From an optimization exercise on the open Yosys and OpenROAD flow, aimed at small area and a short achievable clock period; shortcuts taken in it are not production practice.
The RTL was checked by simulation tests, not by an equivalence proof against the original design.
No activity file was given, so power comes from the tool's default toggle rates.

==> flow/design.v (outline; a module is shown in full before it is edited, if it fits) <==
// module booth_enc: 12 lines
// module booth_onen: 3 lines
// module booth_twon: 3 lines
// module booth_negc: 3 lines
// module booth_enc0: 11 lines
// module booth_xn: 7 lines
// module booth_sel: 9 lines
// module booth_sel0: 9 lines
// module booth_sel_n: 8 lines
// module CSA: 10 lines
// module HADD: 9 lines
// module CSA1: 9 lines
// module simple_Adder: 1356 lines
// module k_nand2: 1 lines
// module k_nor2: 1 lines
// module k_xor2: 1 lines
// module k_xnor2: 1 lines
// module k_inv: 1 lines
// module k_aoi21: 1 lines
// module k_oai21: 1 lines
// module k_a22o: 1 lines
// module k_and2: 1 lines
// module k_or2: 1 lines
// module wallace: 3591 lines
// module multiplierTree: 26 lines
// module regnext: 9 lines
module multiplierTree (
    input clk,
    input rst,
    input en,
    input [31:0] a,
    input [31:0] b,
    output reg [63:0] c
);
  // ...
==> flow/flow/run.sh <==
#!/bin/bash
# Standard synthesis and layout, with two changes: before placement every
# cell is set to its smallest drive (flow/downsize.tcl) so that repair sizes
# up only what timing needs, and the port buffers are buf_1 cells.
set -euo pipefail
here=$(pwd)
bash standard.sh synth > synth.log 2>&1
export POST_FLOORPLAN_TCL=$here/flow/downsize.tcl
export BUFFER_PORTS_ARGS="-buffer_cell sky130_fd_sc_hd__buf_1"
bash standard.sh finish "POST_FLOORPLAN_TCL=$POST_FLOORPLAN_TCL" "BUFFER_PORTS_ARGS=$BUFFER_PORTS_ARGS" > layout.log 2>&1
==> flow/flow/downsize.tcl <==
# Set every standard cell to the smallest drive of its function before
# placement; repair_design and repair_timing then size up what needs it.
set db [ord::get_db]
set smallest [dict create]
foreach lib [$db getLibs] {
  foreach m [$lib getMasters] {
    set n [$m getName]
    if {![regexp {^(sky130_fd_sc_hd__[a-z0-9]+)_([0-9]+)$} $n -> base drv]} { continue }
    if {[string match "*lpflow*" $n] || [string match "*probe*" $n]} { continue }
    set a [expr {[$m getWidth] * [$m getHeight]}]
    if {![dict exists $smallest $base]} {
      dict set smallest $base [list $m $a $drv]
    } else {
      lassign [dict get $smallest $base] bm ba bd
      if {$a < $ba || ($a == $ba && $drv > $bd)} {
        dict set smallest $base [list $m $a $drv]
      }
    }
  }
}
set count 0
foreach inst [[ord::get_db_block] getInsts] {
  set m [$inst getMaster]
  set n [$m getName]
  if {![regexp {^(sky130_fd_sc_hd__[a-z0-9]+)_([0-9]+)$} $n -> base drv]} { continue }
  if {[string match "*df*" $base] || [string match "*clkbuf*" $base]} { continue }
  if {![dict exists $smallest $base]} { continue }
  set sm [lindex [dict get $smallest $base] 0]
  if {[$sm getName] ne $n} {
    $inst swapMaster $sm
    incr count
  }
}
puts "downsize: swapped $count instances"
==> flow/standard.sh <==
#!/bin/bash
# synth_recipe.tcl (not shown) runs the flow's synth.tcl, then flattens the netlist and writes it again
# the make line also repeats each setting of config.mk as NAME=value (left out here)
make -C /OpenROAD-flow-scripts/flow DESIGN_CONFIG=/design/flow/config.mk WORK_HOME=/design/flow/orfs CLKGATE_MAP_FILE= SYNTH_SCRIPT=/design/flow/synth_recipe.tcl "${@:-finish}"
==> flow/config.mk <==
export PLATFORM = sky130hd
export DESIGN_NAME = multiplierTree
export DESIGN_NICKNAME = multiplierTree
export VERILOG_FILES = /design/flow/design.v
export SDC_FILE = /design/flow/constraint.sdc
export NUM_CORES = 4
export LEC_CHECK = 0
export CAP_MARGIN = 20
export CORE_MARGIN = 2
export CORE_UTILIZATION = 60
export CTS_BUF_LIST = sky130_fd_sc_hd__clkbuf_8
export SETUP_SLACK_MARGIN = 2.6
export SLEW_MARGIN = 20
export SYNTH_HIERARCHICAL = 1
==> flow/constraint.sdc <==
create_clock -name core_clock -period 9.0 [get_ports {clk}]
set_input_delay 1.8000 -clock core_clock [delete_from_list [all_inputs] [get_ports {clk}]]
set_output_delay 1.8000 -clock core_clock [all_outputs]
set_load 0.01 [all_outputs]
==> summary.txt, run 1 <==
status=timing/DRC/antenna clean; Yosys Warn Count=7; metal3 WL=14,110 µm; Hold-fix buffers, CTS=0; # Taps=539; WHS=0.4732 ns; fin crit share=0.6942; Clock group=546 µW; Final Cell Area=27,680 µm²; Max IR drop VDD=0.3412 mV; Inst Count DP=around 3,200; row cnt=75; GR Util met2=0.6246; WP buf/inv=2; Area after DPL=approximately 26,000 µm²; WP data required=9.46 ns; TritonCTS clock tree=done; Clk Latency, worst-skew pair=0.57 ns; Final Hold Viols=0; flop2flop setup slack=2.75 ns; Crit Path Category=reg -> reg; routed vias=between 20,000 and 25,000; DRT iter0 DRCs=3,283; hold worst-path end=A[18]$_DFF_P_; grt met3 use=0.1770; P_sw=5.961 mW; P_comb=8.86 mW; die width=~210 µm; Tot Pwr=10.29 mW; Syn Nets=3,107; sequential cell area share=0.09408; number of non-clock inverters=between 80 and 90; Met1 Wirelength=35,610 µm; vias in the first global route=23,170; fillers=3,471; fin cells=3,298; RSZ-0062 raised after global routing=yes; Util after Layout=0.6598; multi-input combinational area share=0.7991; Area growth, synth to finish=8.666%; type of origin of the critical path=register; clk sinks=128; Routed WL=between 90,000 and 100,000 µm
==> inputs of run 2 (changes only) <==
--- a/flow/config.mk
+++ b/flow/config.mk
@@ -9,6 +9,6 @@
 export CORE_MARGIN = 2
 export CORE_UTILIZATION = 60
 export CTS_BUF_LIST = sky130_fd_sc_hd__clkbuf_8
-export SETUP_SLACK_MARGIN = 2.6
+export SETUP_SLACK_MARGIN = 2.9
 export SLEW_MARGIN = 20
 export SYNTH_HIERARCHICAL = 1
==> summary.txt, run 2 <==
status=timing/DRC/antenna clean; routed vias=23,600 (+2.4%); Max IR drop VDD=0.2700 mV (-21%); Tot GR Track Use=0.4526; Pre-antenna DRT Iters=10; R2R cell count=19; Syn Nets=3,107 (unchanged); sequential power share=0.082; maximum root-to-sink buffer count=2; flop2flop setup slack=2.93 ns (+0.18 ns); Reg2Reg Capture Point=c[46]$_DFF_P_; DRC viols=0; Root Buffer=clkbuf_8; Crit Path Category=reg -> reg; initial antenna violation count=0; Overflow after GRT=0; type of origin of the critical path=register; total negative slack=0 ns; DRT iter0 DRCs=3,011 (-8.3%); P_leak=10.25 nW; worst flop-to-flop path startpoint=B[1]$_DFF_P_; worst hold path type=reg -> reg; H-tree levels=4; relative slew slack=0.3675; die width=210.0 µm (unchanged); Final Hold Viols=0 (unchanged); Die Y-Extent=210.0 µm; CORE AREA=around 42,000 µm²; Mapped Cells=2,566; Worst Setup SP=B[1]$_DFF_P_; achievable frequency=164.7 MHz; post-DR wirelength/cell=29.89 µm; RSZ-0062 raised after global routing=yes; clock-pin slew on the worst setup and hold paths=approximately 0.10 ns; I/O Buffers=130; clock power share=0.051; CTS Buf Count=17; commonest non-fill, non-tap cell in the layout=xnor2_1; share of cells above drive strength 1=0.1515; CP Capture Type=register; Pins Over Slew Limit=0; largest register by flop count=c; # diodes=0; fin crit share=0.6746 (-0.01955); die area=44,110 µm²; WP data arrival=approximately 6.5 ns; P_sw=6.287 mW (+5.5%); Clk Latency, worst-skew pair=0.57 ns (about the same); Sw Ratio=0.5777; row cnt=75 (unchanged); Cell Pwr Density=382.6 nW/µm²; Worst Skew=between 0.02 and 0.03 ns; Worst-Margin Slew=0.9488 ns; Routed WL=99,590 µm (+5.8%); largest fanout on the critical path=7; Final min period=6.072 ns; max reg flops=64; hold worst-path end=A[16]$_DFF_P_; nets=around 3,300; Hold Startpoint=A[16]$_DFF_P_; Area growth, synth to finish=11.68%; Comb pwr share=0.868; post-DR vias/cell=7.082; Util after Layout=0.6781 (+0.01831); most frequent cells in the layout=567 x xnor2_1, 505 x o22ai_1, 417 x fa_1; dpl hpwl=71,650 µm; clk sinks=128 (unchanged); first-pass GRT wire length=147,400 µm; Worst Hold Depth=1; starting density of the core=0.6072; Mean Syn Cell Area=around 9.9 µm²; internal cell power=4.595 mW; antenna-violating nets left=0; WP data required=9.46 ns (about the same); TritonCTS clock tree=done; Max-cap violations=0; Yosys Warn Count=7 (unchanged); vias in the first global route=24,040 (+3.8%); pin count of the biggest net entering global routing=between 70 and 80; IO Count=131; Top Registers=c (64), A (32), B (32); gp weighted congestion=1.017; Syn Std Cell Area=25,470 µm²; Finish-stage setup viols=0
-- run 2: changes by cell type in the layout (fill, tap and decap cells not counted), sizes merged --
cell and delta:
bufbuf -1, buf +35, diode -1, inv +3, clkinvlp -2
-- run 2: worst max-delay path, stage by stage (launching register included) --
cell     delay [ns]
dfxtp_4        0.41
buf_4          0.21
xnor2_1        0.30
o22ai_1        0.20
fa_1           0.54
fa_1           0.66
fa_1           0.47
fa_1           0.44
fa_1           0.56
fa_2           0.50
xnor2_2        0.25
o21ai_1        0.14
a21oi_2        0.19
o21ai_1        0.15
a21oi_2        0.19
o21ai_1        0.11
a21oi_2        0.26
buf_4          0.17
nand2_1        0.05
xnor2_1        0.16
-- run 2: area by class of cell --
class,count,area [µm²]
multi-input cells,2279,22330
fillers,3317,13500
flip-flops and latches,128,2671
repair buffers,272,2068
well taps,539,674.4
inverters,82,310.3
clock buffers,18,247.7
clock inverters,14,145.1
-- run 2: power by group through the flow --
stage	Combinational [mW]	Clock (mW)	Sequential, mW
finish	9.44	0.550	0.891
global route	10.1	0.574	0.900
CTS	8.41	0.553	0.890
detailed placement	8.00	0	0.945
global placement	7.87	0	0.943
floorplan	6.36	0	0.972
-- run 2: per-stage QoR --
stage / hold WS, ns / std cells / total power, mW / cell area (µm²) / worst slack [ns]
2_1_floorplan: 0.4529 / 2566 / 7.333 / 25810 / 2.901
3_3_place_gp: 0.4537 / 3229 / 8.809 / 26350 / 1.746
3_5_place_dp: 0.4572 / 3229 / 8.946 / 26350 / 1.766
4_1_cts: 0.4813 / 3305 / 9.849 / 27670 / 2.901
5_1_grt: 0.4963 / 3332 / 11.61 / 28440 / 2.827
6_report: 0.4819 / 3332 / 10.88 / 28440 / 2.928
-- run 2: worst max path at each step --
| stage | end | slack, ns | cells after the start |
|---|---|---|---|
| after CTS | c[47]$_DFF_P_ | 2.90 | 20 |
| after global routing | c[55]$_DFF_P_ | 2.83 | 19 |
| after global placement | c[39]$_DFF_P_ | 1.75 | 20 |
| after floorplan | c[39]$_DFF_P_ | 2.90 | 19 |
| final | c[46]$_DFF_P_ | 2.93 | 19 |
| after detailed placement | c[39]$_DFF_P_ | 1.77 | 20 |
-- run 2: repair_timing --
action                     in CTS  in global routing
setup endpoints to repair      45                 39
pin swaps                       6                 11
setup buffers                  44                 25
cloned                          0                  2
hold buffers                    0                  0
resized for setup              75                129
-- run 2: routing by layer --
| layer | track usage | vias to the layer above | wire length [µm] |
|---|---|---|---|
| li1 | - | 9696 | - |
| met1 | 0.5864 | 11480 | 36930 |
| met3 | 0.1888 | 433 | 15440 |
| met4 | 0.2350 | 0 | 6354 |
| met2 | 0.6484 | 1985 | 40870 |
| met5 | 0 | - | 0 |

-- what the ideal ports hide --
No port has a modelled driver above. Below, the same layouts with a new extraction and two added sets of constraints. Step 1 sets driving cells, clkbuf_16 on the clock port and buf_2 on the other inputs (assumed; they add their load-dependent delay and slew). Step 2 times the ports against the registers' clock, not the clock port: input delays grow and output delays shrink by t, the midpoint of the rising clock arrivals with the driver on. a / b / c = ideal / step 1 / step 2; a / b = the first two.
| run | shift t [ns] | setup WS [ns] | clock arrival spread, ns |
|---|---|---|---|
| run 1 | 0.621 | 2.753 / 2.753 / 2.753 | 0.031 / 0.031 |
| run 2 | 0.615 | 2.928 / 2.928 / 2.928 | 0.025 / 0.025 |
After both steps setup and hold are still met in every run listed.
